This is an optimization exercise on Yosys and OpenROAD, whose aim is a short achievable clock period and few clock cycles, not a production implementation. Function was not checked in any run shown here: the RTL went through the layout flow alone. Power and IR drop assume default switching activity.

[flow/design.v]
module ksadd #(parameter N = 32)
             (input  [N-1:0] a, b,
              input          ci,
              output [N-1:0] y,
              output         co);
   localparam L = $clog2(N);
   wire [N*(L+1)-1:0] g, p;
   wire [N-1:0]       x = a ^ b;
   assign g[N-1:0] = (a & b) | {{(N-1){1'b0}}, x[0] & ci};
   assign p[N-1:0] = x;
   genvar i, j;
   generate
      for (i = 0; i < L; i = i + 1) begin : lvl
         for (j = 0; j < N; j = j + 1) begin : bt
            if (j >= (1 << i)) begin : m
               assign g[(i+1)*N+j] = g[i*N+j] | (p[i*N+j] & g[i*N+j-(1<<i)]);
               assign p[(i+1)*N+j] = p[i*N+j] & p[i*N+j-(1<<i)];
            end else begin : c
               assign g[(i+1)*N+j] = g[i*N+j];
               assign p[(i+1)*N+j] = p[i*N+j];
            end
         end
      end
   endgenerate
   assign y  = x ^ {g[L*N +: N-1], ci};
   assign co = g[L*N+N-1];
endmodule
module mips(input         clk, reset,
            output [31:0] pc,
            input  [31:0] instr,
            output        memwrite,
            output [31:0] memaddr,
            output [31:0] memwritedata,
            input  [31:0] memreaddata);
   reg  [31:0] pc_r;
   reg  [31:0] ras;
   assign pc = pc_r;
   wire [31:0] f_pcp4 = pc_r + 32'd4;
   wire [5:0]  f_op   = instr[31:26];
   wire [4:0]  f_rs   = instr[25:21];
   wire [4:0]  f_rt   = instr[20:16];
   wire        f_j    = (f_op == 6'h02);
   wire        f_jal  = (f_op == 6'h03);
   wire        f_beq  = (f_op == 6'h04);
   wire        f_bne  = (f_op == 6'h05);
   wire        f_jr   = (f_op == 6'h00) & (instr[5:0] == 6'h08);
   wire        f_same = (f_rs == f_rt);
   wire        f_bpred = (f_beq & f_same) | (f_bne & ~f_same);
   wire [15:0] f_blo;
   wire        f_bco;
   ksadd #(16) f_badd(.a(f_pcp4[17:2]), .b(instr[15:0]), .ci(1'b0),
                      .y(f_blo), .co(f_bco));
   wire [13:0] f_hi   = f_pcp4[31:18];
   wire [13:0] f_hinc = f_hi + 14'd1;
   wire [13:0] f_hdec = f_hi - 14'd1;
   wire [13:0] f_bhi  = (instr[15] == f_bco) ? f_hi : f_bco ? f_hinc : f_hdec;
   wire [31:0] f_btgt = {f_bhi, f_blo, f_pcp4[1:0]};
   wire [31:0] f_jtgt = {f_pcp4[31:28], instr[25:0], 2'b00};
   wire        f_taken = f_j | f_jal | f_jr | f_bpred;
   wire [31:0] f_tgt   = f_jr ? ras : (f_j | f_jal) ? f_jtgt : f_btgt;
   wire [31:0] f_alt   = f_jr ? ras : f_bpred ? f_pcp4 : f_btgt;
   reg  [31:0] rf [1:31];
   wire [31:0] f_rfs = (f_rs == 5'd0) ? 32'd0 : rf[f_rs];
   wire [31:0] f_rft = (f_rt == 5'd0) ? 32'd0 : rf[f_rt];
   reg         fd_valid;
   reg  [31:0] fd_instr, fd_pcp4, fd_alt, fd_s, fd_t;
   reg         fd_pred;
   wire [5:0]  op    = fd_instr[31:26];
   wire [4:0]  rs    = fd_instr[25:21];
   wire [4:0]  rt    = fd_instr[20:16];
   wire [4:0]  rd    = fd_instr[15:11];
   wire [5:0]  funct = fd_instr[5:0];
   wire [15:0] imm   = fd_instr[15:0];
   wire        d_r     = (op == 6'h00);
   wire        d_add_r = d_r & ((funct == 6'h20) | (funct == 6'h21));
   wire        d_sub_r = d_r & ((funct == 6'h22) | (funct == 6'h23));
   wire        d_and_r = d_r & (funct == 6'h24);
   wire        d_or_r  = d_r & (funct == 6'h25);
   wire        d_slt_r = d_r & (funct == 6'h2A);
   wire        d_jr    = d_r & (funct == 6'h08);
   wire        d_alur  = d_add_r | d_sub_r | d_and_r | d_or_r | d_slt_r;
   wire        d_addi  = (op == 6'h08) | (op == 6'h09);
   wire        d_ori   = (op == 6'h0D);
   wire        d_lui   = (op == 6'h0F);
   wire        d_lw    = (op == 6'h23);
   wire        d_sw    = (op == 6'h2B);
   wire        d_beq   = (op == 6'h04);
   wire        d_bne   = (op == 6'h05);
   wire        d_jal   = (op == 6'h03);
   wire        d_br    = d_beq | d_bne;
   wire        d_useimm = d_addi | d_ori | d_lui | d_jal;
   wire [4:0]  d_dst    = d_alur ? rd : d_jal ? 5'd31 : rt;
   wire        d_wr     = (d_alur | d_addi | d_ori | d_lui | d_lw | d_jal) &
                          (d_dst != 5'd0);
   wire [31:0] d_imm    = d_jal ? 32'd0 :
                          d_lui ? {imm, 16'd0} :
                          d_ori ? {16'd0, imm} : {{16{imm[15]}}, imm};
   reg         de_wr, de_load, de_mw, de_br, de_bne, de_jr, de_pred;
   reg         de_sub, de_and, de_or, de_slt;
   reg  [4:0]  de_dst;
   reg  [31:0] de_a, de_b, de_sd, de_addr, de_alt;
   reg         w_wr, x_wr;
   reg  [4:0]  w_dst, x_dst;
   reg  [31:0] w_res, x_res;
   wire [31:0] e_res;
   wire [31:0] d_s = (w_wr & (w_dst == rs)) ? w_res :
                     (x_wr & (x_dst == rs)) ? x_res : fd_s;
   wire [31:0] d_t = (w_wr & (w_dst == rt)) ? w_res :
                     (x_wr & (x_dst == rt)) ? x_res : fd_t;
   wire        e_fs = de_wr & (de_dst == rs);
   wire        e_ft = de_wr & (de_dst == rt);
   wire [31:0] d_a  = (e_fs & ~d_jal) ? e_res : d_jal ? fd_pcp4 : d_s;
   wire [31:0] d_b  = (e_ft & ~d_useimm) ? e_res : d_useimm ? d_imm : d_t;
   wire [31:0] d_sd = e_ft ? e_res : d_t;
   wire [15:0] d_alo;
   wire        d_aco;
   ksadd #(16) d_aadd(.a(d_s[15:0]), .b(imm), .ci(1'b0), .y(d_alo), .co(d_aco));
   wire [15:0] d_ahi  = d_s[31:16];
   wire [15:0] d_ahin = d_ahi + 16'd1;
   wire [15:0] d_ahde = d_ahi - 16'd1;
   wire [31:0] d_addr = {(imm[15] == d_aco) ? d_ahi : d_aco ? d_ahin : d_ahde,
                         d_alo};
   wire        d_stall = fd_valid & (d_lw | d_sw) & e_fs;
   wire        d_late  = e_fs | (e_ft & d_br);
   wire        d_eq    = (d_s == d_t);
   wire        d_taken = d_bne ? ~d_eq : d_eq;
   wire        d_redir = fd_valid & ~d_late &
                         ((d_br & (d_taken != fd_pred)) |
                          (d_jr & (d_s != fd_alt)));
   wire [31:0] d_tgt   = d_jr ? d_s : fd_alt;
   wire [31:0] e_bx  = (de_sub | de_slt) ? ~de_b : de_b;
   wire [31:0] e_sum;
   wire        e_co;
   ksadd #(32) e_add(.a(de_a), .b(e_bx), .ci(de_sub | de_slt), .y(e_sum), .co(e_co));
   wire        e_lt  = (de_a[31] ^ de_b[31]) ? de_a[31] : e_sum[31];
   wire [31:0] e_alu = de_and ? (de_a & de_b) :
                       de_or  ? (de_a | de_b) :
                       de_slt ? {31'd0, e_lt} : e_sum;
   assign e_res = de_load ? memreaddata : e_alu;
   wire        e_eq    = (de_a == de_b);
   wire        e_taken = de_bne ? ~e_eq : e_eq;
   wire        e_redir = (de_br & (e_taken != de_pred)) |
                         (de_jr & (de_a != de_alt));
   wire [31:0] e_tgt   = de_jr ? de_a : de_alt;
   assign memwrite     = de_mw;
   assign memaddr      = de_addr;
   assign memwritedata = de_sd;
   wire        f_kill = e_redir | d_redir;
   wire        d_go   = fd_valid & ~e_redir & ~d_stall;
   always @(posedge clk, posedge reset)
     if (reset) begin
        pc_r     <= 32'd0;
        ras      <= 32'd0;
        fd_valid <= 1'b0;
     end else begin
        if (e_redir)
          pc_r <= e_tgt;
        else if (d_redir)
          pc_r <= d_tgt;
        else if (!d_stall)
          pc_r <= f_taken ? f_tgt : f_pcp4;
        if (!d_stall & f_jal)
          ras <= f_pcp4;
        if (f_kill)
          fd_valid <= 1'b0;
        else if (!d_stall)
          fd_valid <= 1'b1;
     end
   always @(posedge clk) begin
      if (!d_stall) begin
         fd_instr <= instr;
         fd_pcp4  <= f_pcp4;
         fd_alt   <= f_alt;
         fd_pred  <= f_bpred;
         fd_s     <= f_rfs;
         fd_t     <= f_rft;
      end else begin
         fd_s     <= d_s;
         fd_t     <= d_t;
      end
   end
   always @(posedge clk, posedge reset)
     if (reset) begin
        de_wr   <= 1'b0;
        de_load <= 1'b0;
        de_mw   <= 1'b0;
        de_br   <= 1'b0;
        de_jr   <= 1'b0;
        w_wr    <= 1'b0;
        x_wr    <= 1'b0;
     end else begin
        de_wr   <= d_go & d_wr;
        de_load <= d_go & d_lw;
        de_mw   <= d_go & d_sw;
        de_br   <= d_go & d_br & d_late;
        de_jr   <= d_go & d_jr & d_late;
        w_wr    <= de_wr;
        x_wr    <= w_wr;
     end
   always @(posedge clk) begin
      de_bne  <= d_bne;
      de_pred <= fd_pred;
      de_sub  <= d_sub_r;
      de_and  <= d_and_r;
      de_or   <= d_or_r | d_ori | d_jal;
      de_slt  <= d_slt_r;
      de_dst  <= d_dst;
      de_a    <= d_a;
      de_b    <= d_b;
      de_sd   <= d_sd;
      de_addr <= d_addr;
      de_alt  <= fd_alt;
      w_dst   <= de_dst;
      w_res   <= e_res;
      x_dst   <= w_dst;
      x_res   <= w_res;
      if (w_wr)
        rf[w_dst] <= w_res;
   end
endmodule  
[flow/standard.sh]
#!/bin/bash
# synth_recipe.tcl (not shown) runs the flow's synth.tcl, then flattens the netlist and writes it again
# the make line also repeats each setting of config.mk as NAME=value (left out here)
make -C /OpenROAD-flow-scripts/flow DESIGN_CONFIG=/design/flow/config.mk WORK_HOME=/design/flow/orfs CLKGATE_MAP_FILE= SYNTH_SCRIPT=/design/flow/synth_recipe.tcl "${@:-finish}"
[flow/flow/run.sh]
#!/bin/bash
# The standard layout, with these changes to how it is made:
#  - adders are left to ABC instead of being mapped to adder cells first;
#  - the port buffers are buf_4 cells instead of the delay-type cell that
#    buffer_ports picks by default (every port still gets its buffer);
set -euo pipefail
bash standard.sh ADDER_MAP_FILE= \
  "BUFFER_PORTS_ARGS=-buffer_cell sky130_fd_sc_hd__buf_4" \
  SETUP_SLACK_MARGIN=6.8 finish > standard.log 2>&1
[flow/constraint.sdc]
create_clock -name core_clock -period 10.0 [get_ports {clk}]
set_input_delay 2.0000 -clock core_clock [delete_from_list [all_inputs] [get_ports {clk}]]
set_output_delay 2.0000 -clock core_clock [all_outputs]
set_load 0.01 [all_outputs]
[flow/config.mk]
export PLATFORM = sky130hd
export DESIGN_NAME = mips
export DESIGN_NICKNAME = mips
export VERILOG_FILES = /design/flow/design.v
export SDC_FILE = /design/flow/constraint.sdc
export NUM_CORES = 4
export LEC_CHECK = 0
export ABC_CLOCK_PERIOD_IN_PS = 3000
export CAP_MARGIN = 20
export CORE_MARGIN = 2
export CORE_UTILIZATION = 55
export SLEW_MARGIN = 20
==> impl_metrics.env, run 1 <==
export IMPL_run_status="no timing/DRC/antenna violations"
export IMPL_ys_warn_count=1
export IMPL_slew_viol_final=0
export IMPL_postRouteAntennaNets=0
export IMPL_synth_edff_count=1089
export IMPL_hp_class="reg2reg"
export IMPL_avgSynthCellArea_sq_um=12.9
export IMPL_synthDominantCellAreaShare_pct=43.9
export IMPL_pwr_share_seq_pct=40.8
export IMPL_start_util_pct=55.6
export IMPL_timing_final_crit_share_pct=48.7
export IMPL_worst_clock_skew_ns=0.0271
export IMPL_drive_gt1_share_pct=40.9
export IMPL_grt_ovfl_total=0
export IMPL_fin_nets=6548
export IMPL_finalSetupTns_ns=0
export IMPL_ys_ff_latch=1470
export IMPL_endpoint_kind="flip-flop"
export IMPL_cellLeakagePower_nw=34.9
export IMPL_die_area_sq_um=138000
export IMPL_drv_cap=0
export IMPL_port_buffers=162
export IMPL_die_x_microns=372
export IMPL_firstDrtPassIters=7
export IMPL_cts_inserted_buffers=158
export IMPL_tritoncts="done"
export IMPL_synth_area_leaders="edfxtp_1, mux4_2, dfxtp_1"
export IMPL_cts_path_max_buffers=3
export IMPL_relSlewSlack_pct=26.1
export IMPL_rsz0062_at_grt="yes"
export IMPL_power_frac_comb_pct=30.3
export IMPL_drt_iter0_drc=9428
export IMPL_root_buffer="clkbuf_16"
export IMPL_start_kind="input port"
export IMPL_critPathMaxFanout=6
export IMPL_ys_flop_type="edfxtp_1"
export IMPL_yosysMostFrequentCell="edfxtp_1"
export IMPL_required_ns=10.69
export IMPL_mappedNetlistArea_sq_um=74400
export IMPL_track_usage_pct=44.8
export IMPL_drc=0
export IMPL_wire_per_inst_microns=37.9
export IMPL_place_gp_congestion=0.971
export IMPL_fin_ws_ns=5.13
export IMPL_num_vias=60400
export IMPL_largest_register_ffs=992
export IMPL_hold_viol_final=0
export IMPL_synthCells=5767
export IMPL_pin_count=163
export IMPL_fp_coreArea_sq_um=134000
export IMPL_synth_async_reset_ratio_pct=4.90
export IMPL_antenna_found_initial=7
export IMPL_power_frac_clock_pct=28.9
export IMPL_fin_util_pct=73.4
export IMPL_power_net_switching_mw=6.76
export IMPL_totalWireLength_microns=318000
export IMPL_viasPerCell=7.20
export IMPL_synth_largest_area_cell="edfxtp_1"
export IMPL_setup_viol=0
export IMPL_dpl_worst_slack_ns=3.75
export IMPL_regMostFlops="rf"
export IMPL_fmax_mhz=205
export IMPL_post_route_min_period_ns=4.87
export IMPL_clock_latency_ns=0.82
export IMPL_die_y_microns=372
export IMPL_synthDistinctLibCells=102
export IMPL_cts_sinks=1470
export IMPL_synthesis_nets=5833
export IMPL_worst_pin_slew_ns=1.10
export IMPL_whs_ns=0.394
export IMPL_place_area_sq_um=79000
export IMPL_synthTopCellsByCount="edfxtp_1, mux4_2, o21ai_0, nand2_1, clkbuf_1"
export IMPL_p_int_mw=13.8
export IMPL_cts_hold_fix_buffers=0
export IMPL_vdd_ir_drop_max_v=0.000171
export IMPL_p_per_area_nw_per_um2=209
export IMPL_grt_max_degree=73
export IMPL_path_clk_slew_ns=0.06
export IMPL_critPathArrivalTime_ns=5.56
export IMPL_critical_path_class="in2reg"
export IMPL_h_tree_depth=4
export IMPL_ys_seq_area_share_pct=54.7
export IMPL_grt_pass1_wl_microns=430000
export IMPL_dp_hpwl_microns=172000
export IMPL_swShare_pct=33.0
export IMPL_grt_pass1_vias=56400
export IMPL_ff2ff_setup_slack_ns=5.36
export IMPL_final_area_sq_um=98200
export IMPL_syn_to_final_growth_pct=32.0
export IMPL_placementRows=134
worst max-delay path, cell delays in order:
cell	delay (ns)
buf_12	0.12
o31ai_4	0.29
a311oi_4	0.16
maj3_2	0.37
nor3_4	0.23
o32ai_4	0.13
o221ai_2	0.21
a221o_1	0.29
nand3_2	0.13
buf_4	0.17
a211oi_4	0.22
buf_6	0.18
nand2_4	0.09
o22ai_4	0.19
o21ai_1	0.11
a211oi_2	0.32
a211oi_1	0.08
a221oi_1	0.25
placed cells by master (no fill, tap or decap), drive strengths merged, types with 109 or more instances in the layout:
| cell type | instances |
|---|---|
| nand2 | 379 |
| clkbuf | 229 |
| dfxtp | 309 |
| buf | 964 |
| mux4 | 442 |
| o21ai | 407 |
| xor2 | 109 |
| edfxtp | 1089 |
| a21oi | 330 |
| mux2i | 261 |
| xnor2 | 274 |
| inv | 113 |
| nor2 | 307 |
final timing paths:
| path | cells past startpoint | from | endpoint |
|---|---|---|---|
| min in group asynchronous | 2 | reset | ras[10] |
| setup / recovery | 18 | instr[1] | pc_r[26] |
| hold / removal | 0 | de_dst[3] | w_dst[3] |
| max in group asynchronous | 3 | reset | pc_r[2] |
| hold reg to reg | 0 | de_dst[3] | w_dst[3] |
| setup reg to reg | 20 | fd_instr[21] | pc_r[31] |
cells by family (layout without fill, tap and decap cells):
logic type | after synthesis | after routing | share of synthesized area, %
buffers and inverters | 579 | 1413 | 3.03
flip-flops | 1470 | 1470 | 54.7
other | 0 | 4 | 0
AND/OR/NAND/NOR | 1145 | 1160 | 7.15
XOR/XNOR | 383 | 383 | 4.52
multiplexers | 798 | 798 | 18.3
AO/OA/AOI/OAI | 1375 | 1375 | 12.1
adder cells (fa/ha/maj) | 17 | 17 | 0.229
layer usage:
metal	GRT usage, %	vias to the layer above	wire length [microns]
li1	-	24000	-
met1	56.4	30200	108000
met2	68.4	4906	142000
met3	10.9	1294	39000
met4	31.5	4	28600
met5	0	-	27
power by group through the flow:
stage          logic (mW)  registers, mW  clock network [mW]
4_1_cts              5.39           8.32                5.92
3_5_place_dp         4.28           8.43                   0
2_1_floorplan        2.52           8.37                   0
6_report             6.22           8.37                5.93
5_1_grt              6.44           8.38                6.16
3_3_place_gp         4.24           8.43                   0
repair_timing:
action                                   CTS  global route
endpoints found under the setup margin   516           484
gates resized for setup                 1016           487
pin swaps                                229           315
gates cloned                              96            14
setup buffers                            350           239
metrics by stage:
step                cells  total power, mW
CTS                  8129             19.6
detailed placement   7389             12.7
global placement     7387             12.7
global route         8384             21.0
finish               8388             20.5
floorplan            5767             10.9
layout make-up:
type	count	area, sq um
multi-input combinational	3733	37100
sequential	1470	40900
inverter	99	437
timing repair buffer	1015	12400
tap	1768	2210
timing repair inverter	5	61.3
fill	8639	35500
clock inverter	76	728
antenna	4	10.0
clock buffer	218	4430
==> inputs of run 2 (changes only) <==
--- a/flow/design.v
+++ b/flow/design.v
@@ -46,25 +46,23 @@
    wire        f_jr   = (f_op == 6'h00) & (instr[5:0] == 6'h08);
    wire        f_same = (f_rs == f_rt);
    wire        f_bpred = (f_beq & f_same) | (f_bne & ~f_same);
-   wire [15:0] f_blo;
-   wire        f_bco;
-   ksadd #(16) f_badd(.a(f_pcp4[17:2]), .b(instr[15:0]), .ci(1'b0),
-                      .y(f_blo), .co(f_bco));
-   wire [13:0] f_hi   = f_pcp4[31:18];
-   wire [13:0] f_hinc = f_hi + 14'd1;
-   wire [13:0] f_hdec = f_hi - 14'd1;
-   wire [13:0] f_bhi  = (instr[15] == f_bco) ? f_hi : f_bco ? f_hinc : f_hdec;
-   wire [31:0] f_btgt = {f_bhi, f_blo, f_pcp4[1:0]};
+   reg  [15:0] btb_v;
+   reg  [3:0]  btb_tag [0:15];
+   reg  [13:0] btb_tgt [0:15];
+   wire [3:0]  f_bi   = pc_r[5:2];
+   wire        f_hit  = btb_v[f_bi] & (btb_tag[f_bi] == pc_r[9:6]);
+   wire [31:0] f_btgt = {f_pcp4[31:16], btb_tgt[f_bi], 2'b00};
    wire [31:0] f_jtgt = {f_pcp4[31:28], instr[25:0], 2'b00};
-   wire        f_taken = f_j | f_jal | f_jr | f_bpred;
+   wire        f_taken = f_j | f_jal | f_jr | (f_bpred & f_hit);
    wire [31:0] f_tgt   = f_jr ? ras : (f_j | f_jal) ? f_jtgt : f_btgt;
-   wire [31:0] f_alt   = f_jr ? ras : f_bpred ? f_pcp4 : f_btgt;
+   wire [31:0] f_next  = f_taken ? f_tgt : f_pcp4;
    reg  [31:0] rf [1:31];
    wire [31:0] f_rfs = (f_rs == 5'd0) ? 32'd0 : rf[f_rs];
    wire [31:0] f_rft = (f_rt == 5'd0) ? 32'd0 : rf[f_rt];
    reg         fd_valid;
-   reg  [31:0] fd_instr, fd_pcp4, fd_alt, fd_s, fd_t;
-   reg         fd_pred;
+   reg  [31:0] fd_instr, fd_pcp4, fd_next, fd_s, fd_t;
+   reg  [7:0]  fd_pcb;
+   reg         fd_pred, fd_ftk;
    wire [5:0]  op    = fd_instr[31:26];
    wire [4:0]  rs    = fd_instr[25:21];
    wire [4:0]  rt    = fd_instr[20:16];
@@ -121,13 +119,20 @@
    wire [31:0] d_addr = {(imm[15] == d_aco) ? d_ahi : d_aco ? d_ahin : d_ahde,
                          d_alo};
    wire        d_stall = fd_valid & (d_lw | d_sw) & e_fs;
+   wire [29:0] d_btgt30;
+   wire        d_bco;
+   ksadd #(30) d_badd(.a(fd_pcp4[31:2]), .b({{14{imm[15]}}, imm}), .ci(1'b0),
+                      .y(d_btgt30), .co(d_bco));
+   wire [31:0] d_btgt  = {d_btgt30, fd_pcp4[1:0]};
    wire        d_late  = e_fs | (e_ft & d_br);
    wire        d_eq    = (d_s == d_t);
-   wire        d_taken = d_bne ? ~d_eq : d_eq;
-   wire        d_redir = fd_valid & ~d_late &
-                         ((d_br & (d_taken != fd_pred)) |
-                          (d_jr & (d_s != fd_alt)));
-   wire [31:0] d_tgt   = d_jr ? d_s : fd_alt;
+   wire        d_taken = d_late ? fd_pred : (d_bne ? ~d_eq : d_eq);
+   wire        d_mt    = (d_btgt == fd_next);
+   wire        d_redir = fd_valid &
+                         ((d_br & (d_taken ? ~d_mt : fd_ftk)) |
+                          (d_jr & ~d_late & (d_s != fd_next)));
+   wire [31:0] d_tgt   = d_jr ? d_s : d_taken ? d_btgt : fd_pcp4;
+   wire [31:0] d_alt   = d_jr ? fd_next : fd_pred ? fd_pcp4 : d_btgt;
    wire [31:0] e_bx  = (de_sub | de_slt) ? ~de_b : de_b;
    wire [31:0] e_sum;
    wire        e_co;
@@ -151,14 +156,17 @@
      if (reset) begin
         pc_r     <= 32'd0;
         ras      <= 32'd0;
+        btb_v    <= 16'd0;
         fd_valid <= 1'b0;
      end else begin
+        if (d_go & d_br & fd_pred)
+          btb_v[fd_pcb[3:0]] <= 1'b1;
         if (e_redir)
           pc_r <= e_tgt;
         else if (d_redir)
           pc_r <= d_tgt;
         else if (!d_stall)
-          pc_r <= f_taken ? f_tgt : f_pcp4;
+          pc_r <= f_next;
         if (!d_stall & f_jal)
           ras <= f_pcp4;
         if (f_kill)
@@ -170,8 +178,10 @@
       if (!d_stall) begin
          fd_instr <= instr;
          fd_pcp4  <= f_pcp4;
-         fd_alt   <= f_alt;
+         fd_next  <= f_next;
+         fd_pcb   <= pc_r[9:2];
          fd_pred  <= f_bpred;
+         fd_ftk   <= f_taken;
          fd_s     <= f_rfs;
          fd_t     <= f_rft;
       end else begin
@@ -209,12 +219,16 @@
       de_b    <= d_b;
       de_sd   <= d_sd;
       de_addr <= d_addr;
-      de_alt  <= fd_alt;
+      de_alt  <= d_alt;
       w_dst   <= de_dst;
       w_res   <= e_res;
       x_dst   <= w_dst;
       x_res   <= w_res;
       if (w_wr)
         rf[w_dst] <= w_res;
+      if (d_go & d_br & fd_pred) begin
+         btb_tag[fd_pcb[3:0]] <= fd_pcb[7:4];
+         btb_tgt[fd_pcb[3:0]] <= d_btgt[15:2];
+      end
    end
 endmodule  
==> impl_metrics.env, run 2 <==
export IMPL_holdCritStartpoint="de_dst[0]"
export IMPL_wire_per_inst_microns=38.9
export IMPL_h_tree_depth=4
export IMPL_synth_area_leaders="edfxtp_1, mux4_2, dfxtp_1"
export IMPL_synth_async_reset_ratio_pct=4.94
export IMPL_cellLeakagePower_nw=41.3
export IMPL_min_to="w_dst[0]"
export IMPL_cts_sinks=1783
export IMPL_min_path_cells=0
export IMPL_whs_ns=0.399
export IMPL_final_common_cell="edfxtp_1"
export IMPL_place_area_sq_um=92700
export IMPL_synth_top_family_by_area="multiplexers"
export IMPL_endpoint_kind="flip-flop"
export IMPL_synthDistinctLibCells=101
export IMPL_drt_iter0_drc=11700
export IMPL_synth_compound_area_share_pct=10.6
export IMPL_fmax_mhz=217
export IMPL_drive_gt1_share_pct=42.9
export IMPL_synthesis_nets=6435
export IMPL_largest_register_ffs=992
export IMPL_ys_warn_count=1
export IMPL_place_gp_congestion=1.02
export IMPL_start_util_pct=55.3
export IMPL_synthCells=6369
export IMPL_yosysMostFrequentCell="edfxtp_1"
export IMPL_r2r_end="de_addr[19]"
export IMPL_drc=0
export IMPL_final_cell_mix="edfxtp_1, buf_4, mux4_2"
export IMPL_avgSynthCellArea_sq_um=13.7
export IMPL_hp_class="reg2reg"
export IMPL_grt_ovfl_total=0
export IMPL_num_vias=68900
export IMPL_worst_pin_slew_ns=1.25
export IMPL_die_y_microns=403
export IMPL_relSlewSlack_pct=16.1
export IMPL_cts_path_max_buffers=3
export IMPL_synth_largest_area_cell="edfxtp_1"
export IMPL_hold_viol_final=0
export IMPL_slew_viol_final=0
export IMPL_finalSetupTns_ns=0
export IMPL_synthDominantCellAreaShare_pct=47.6
export IMPL_dp_hpwl_microns=200000
export IMPL_path_clk_slew_ns=0.06
export IMPL_die_area_sq_um=162000
export IMPL_ys_flop_type="edfxtp_1"
export IMPL_final_cells=9523
export IMPL_synth_simple_gate_area_share_pct=6.41
export IMPL_fp_coreArea_sq_um=158000
export IMPL_root_buffer="clkbuf_16"
export IMPL_p_per_area_nw_per_um2=224
export IMPL_critPathMaxFanout=7
export IMPL_grt_max_degree=93
export IMPL_r2r_cells=19
export IMPL_viasPerCell=7.24
export IMPL_track_usage_pct=44.2
export IMPL_synthAdderAreaFrac_pct=0.149
export IMPL_postRouteAntennaNets=0
export IMPL_cts_hold_fix_buffers=0
export IMPL_required_ns=10.65
export IMPL_timing_final_crit_share_pct=46.0
export IMPL_fill_cells=9918
export IMPL_r2r_start="fd_instr[25]"
export IMPL_pin_count=163
export IMPL_post_route_min_period_ns=4.60
export IMPL_synth_edff_count=1386
export IMPL_setup_viol=0
export IMPL_firstDrtPassIters=8
export IMPL_syn_to_final_growth_pct=33.0
export IMPL_synthXorXnorAreaFrac_pct=4.21
export IMPL_fin_ws_ns=5.40
export IMPL_synth_area_mux_share_pct=18.7
export IMPL_drv_cap=0
export IMPL_ys_ff_latch=1783
export IMPL_fin_nets=7345
export IMPL_cts_inserted_buffers=186
export IMPL_mappedNetlistArea_sq_um=87400
export IMPL_final_area_sq_um=116000
export IMPL_ys_seq_area_share_pct=57.2
export IMPL_totalWireLength_microns=370000
export IMPL_vdd_ir_drop_max_v=0.000207
export IMPL_critical_path_class="reg2reg"
export IMPL_antenna_found_initial=18
export IMPL_dpl_worst_slack_ns=3.67
export IMPL_port_buffers=162
export IMPL_regMostFlops="rf"
export IMPL_grt_pass1_vias=64300
export IMPL_rsz0062_at_grt="yes"
export IMPL_clock_latency_ns=0.86
export IMPL_critPathArrivalTime_ns=5.25
export IMPL_run_status="no timing/DRC/antenna violations"
export IMPL_placedCellCount=8303
export IMPL_die_x_microns=403
export IMPL_tritoncts="done"
export IMPL_placementRows=146
export IMPL_grt_pass1_wl_microns=498000
export IMPL_start_kind="flip-flop"
export IMPL_synthTopCellsByCount="edfxtp_1, mux4_2, nand2_1, clkbuf_1, o21ai_0"
export IMPL_ff2ff_setup_slack_ns=5.40
export IMPL_worst_clock_skew_ns=0.0569
-- run 2: cells by family after synthesis --
| logic type | Yosys count |
|---|---|
| AOI/OAI and AO/OA | 1388 |
| xor gates and xnor gates | 415 |
| adders and majority gates | 13 |
| buffers and inverters | 617 |
| DFF | 1783 |
| muxes | 947 |
| and+or+nand+nor | 1206 |
-- run 2: layer usage --
layer,track usage [%],part of all wire (%)
met4,25.5,7.6
met2,62.9,42
met1,60.5,35
met5,0,0.024
met3,13.3,15
-- run 2: repair_timing --
| item | 4_1_cts | 5_1_grt |
|---|---|---|
| setup buffers | 493 | 254 |
| gates cloned | 94 | 19 |
| endpoints found under the setup margin | 908 | 925 |
| pin swaps | 246 | 303 |
| resized for setup | 1235 | 522 |
-- run 2: how the worst max path moves through the flow --
stage          cells after the start           to          from
4_1_cts                           18     pc_r[17]  fd_instr[19]
2_1_floorplan                     19     pc_r[16]  fd_instr[18]
3_3_place_gp                      16     pc_r[20]      w_dst[2]
5_1_grt                           18     pc_r[17]  fd_instr[18]
6_report                          19  de_addr[19]  fd_instr[25]
3_5_place_dp                      16      pc_r[2]      w_dst[2]
-- run 2: cell type report --
| type | count | area (sq um) | share of cell area [%] |
|---|---|---|---|
| Inverter | 106 | 442 | 0.380 |
| Tap cell | 2072 | 2590 | 2.23 |
| Sequential cell | 1783 | 50200 | 43.2 |
| Timing Repair Buffer | 1218 | 14600 | 12.5 |
| Timing Repair inverter | 1 | 11.3 | 0.00968 |
| Clock inverter | 110 | 1290 | 1.11 |
| Multi-Input combinational cell | 3983 | 41900 | 36.0 |
| Clock buffer | 241 | 5290 | 4.54 |
| Antenna cell | 9 | 22.5 | 0.0194 |
-- run 2: power breakdown --
part | internal [mW] | switching, mW | total [mW]
Combinational | 3.54 | 4.74 | 8.28
Clock | 4.35 | 3.11 | 7.46
Sequential | 9.47 | 0.804 | 10.3
-- run 2: per-stage QoR --
step,power (mW),util [%]
detailed placement,16.0,58.6
global route,26.6,73.5
floorplan,13.6,-
CTS,25.0,70.3
global placement,16.0,58.6
finish,26.0,73.5
-- run 2: worst max-delay path, stage by stage (launching register included) --
cell and delay, ns:
edfxtp_1 0.46, buf_4 0.18, xnor2_2 0.19, nand2_2 0.15
or2_4 0.35, buf_4 0.17, a31oi_4 0.30, a22oi_2 0.17
a2bb2oi_4 0.18, a22oi_2 0.17, buf_6 0.14, a31oi_4 0.12
buf_12 0.19, o31ai_4 0.32, o221a_4 0.27, nor2_4 0.05
buf_6 0.13, a21oi_4 0.24, a22oi_2 0.15, xnor2_2 0.46

-- afterwards: timing with drivers on the ports --
How much do the figures lean on ideal ports? The routed layouts below were timed once more, with nothing changed but the port constraints. Step 1 (the two cells are an assumption about what drives the block):
set clk [get_ports {clk}]
set_driving_cell -lib_cell sky130_fd_sc_hd__clkbuf_16 $clk
set_driving_cell -lib_cell sky130_fd_sc_hd__buf_2 [delete_from_list [all_inputs] $clk]
Step 2 moves the port delays by t, midway between the first and last clock arrival at a register: inputs arrive t later, outputs are due t later. That takes back most of the time a late clock gives input paths. a / b / c = ideal ports / drivers / drivers and shift; a / b = the first two.
run	t, ns	setup slack, ns	hold WS [ns]	latest minus earliest clock arrival (ns)
run 1	0.887	5.131 / 5.159 / 4.273	0.394 / 0.394 / 0.394	0.028 / 0.029
run 2	0.929	5.396 / 5.396 / 5.324	0.399 / 0.399 / 0.399	0.059 / 0.059
After both steps every run listed still meets setup and hold. The setup slack of run 1, which loses most, moves by +0.028 ns with the drivers and by -0.858 ns with both steps.
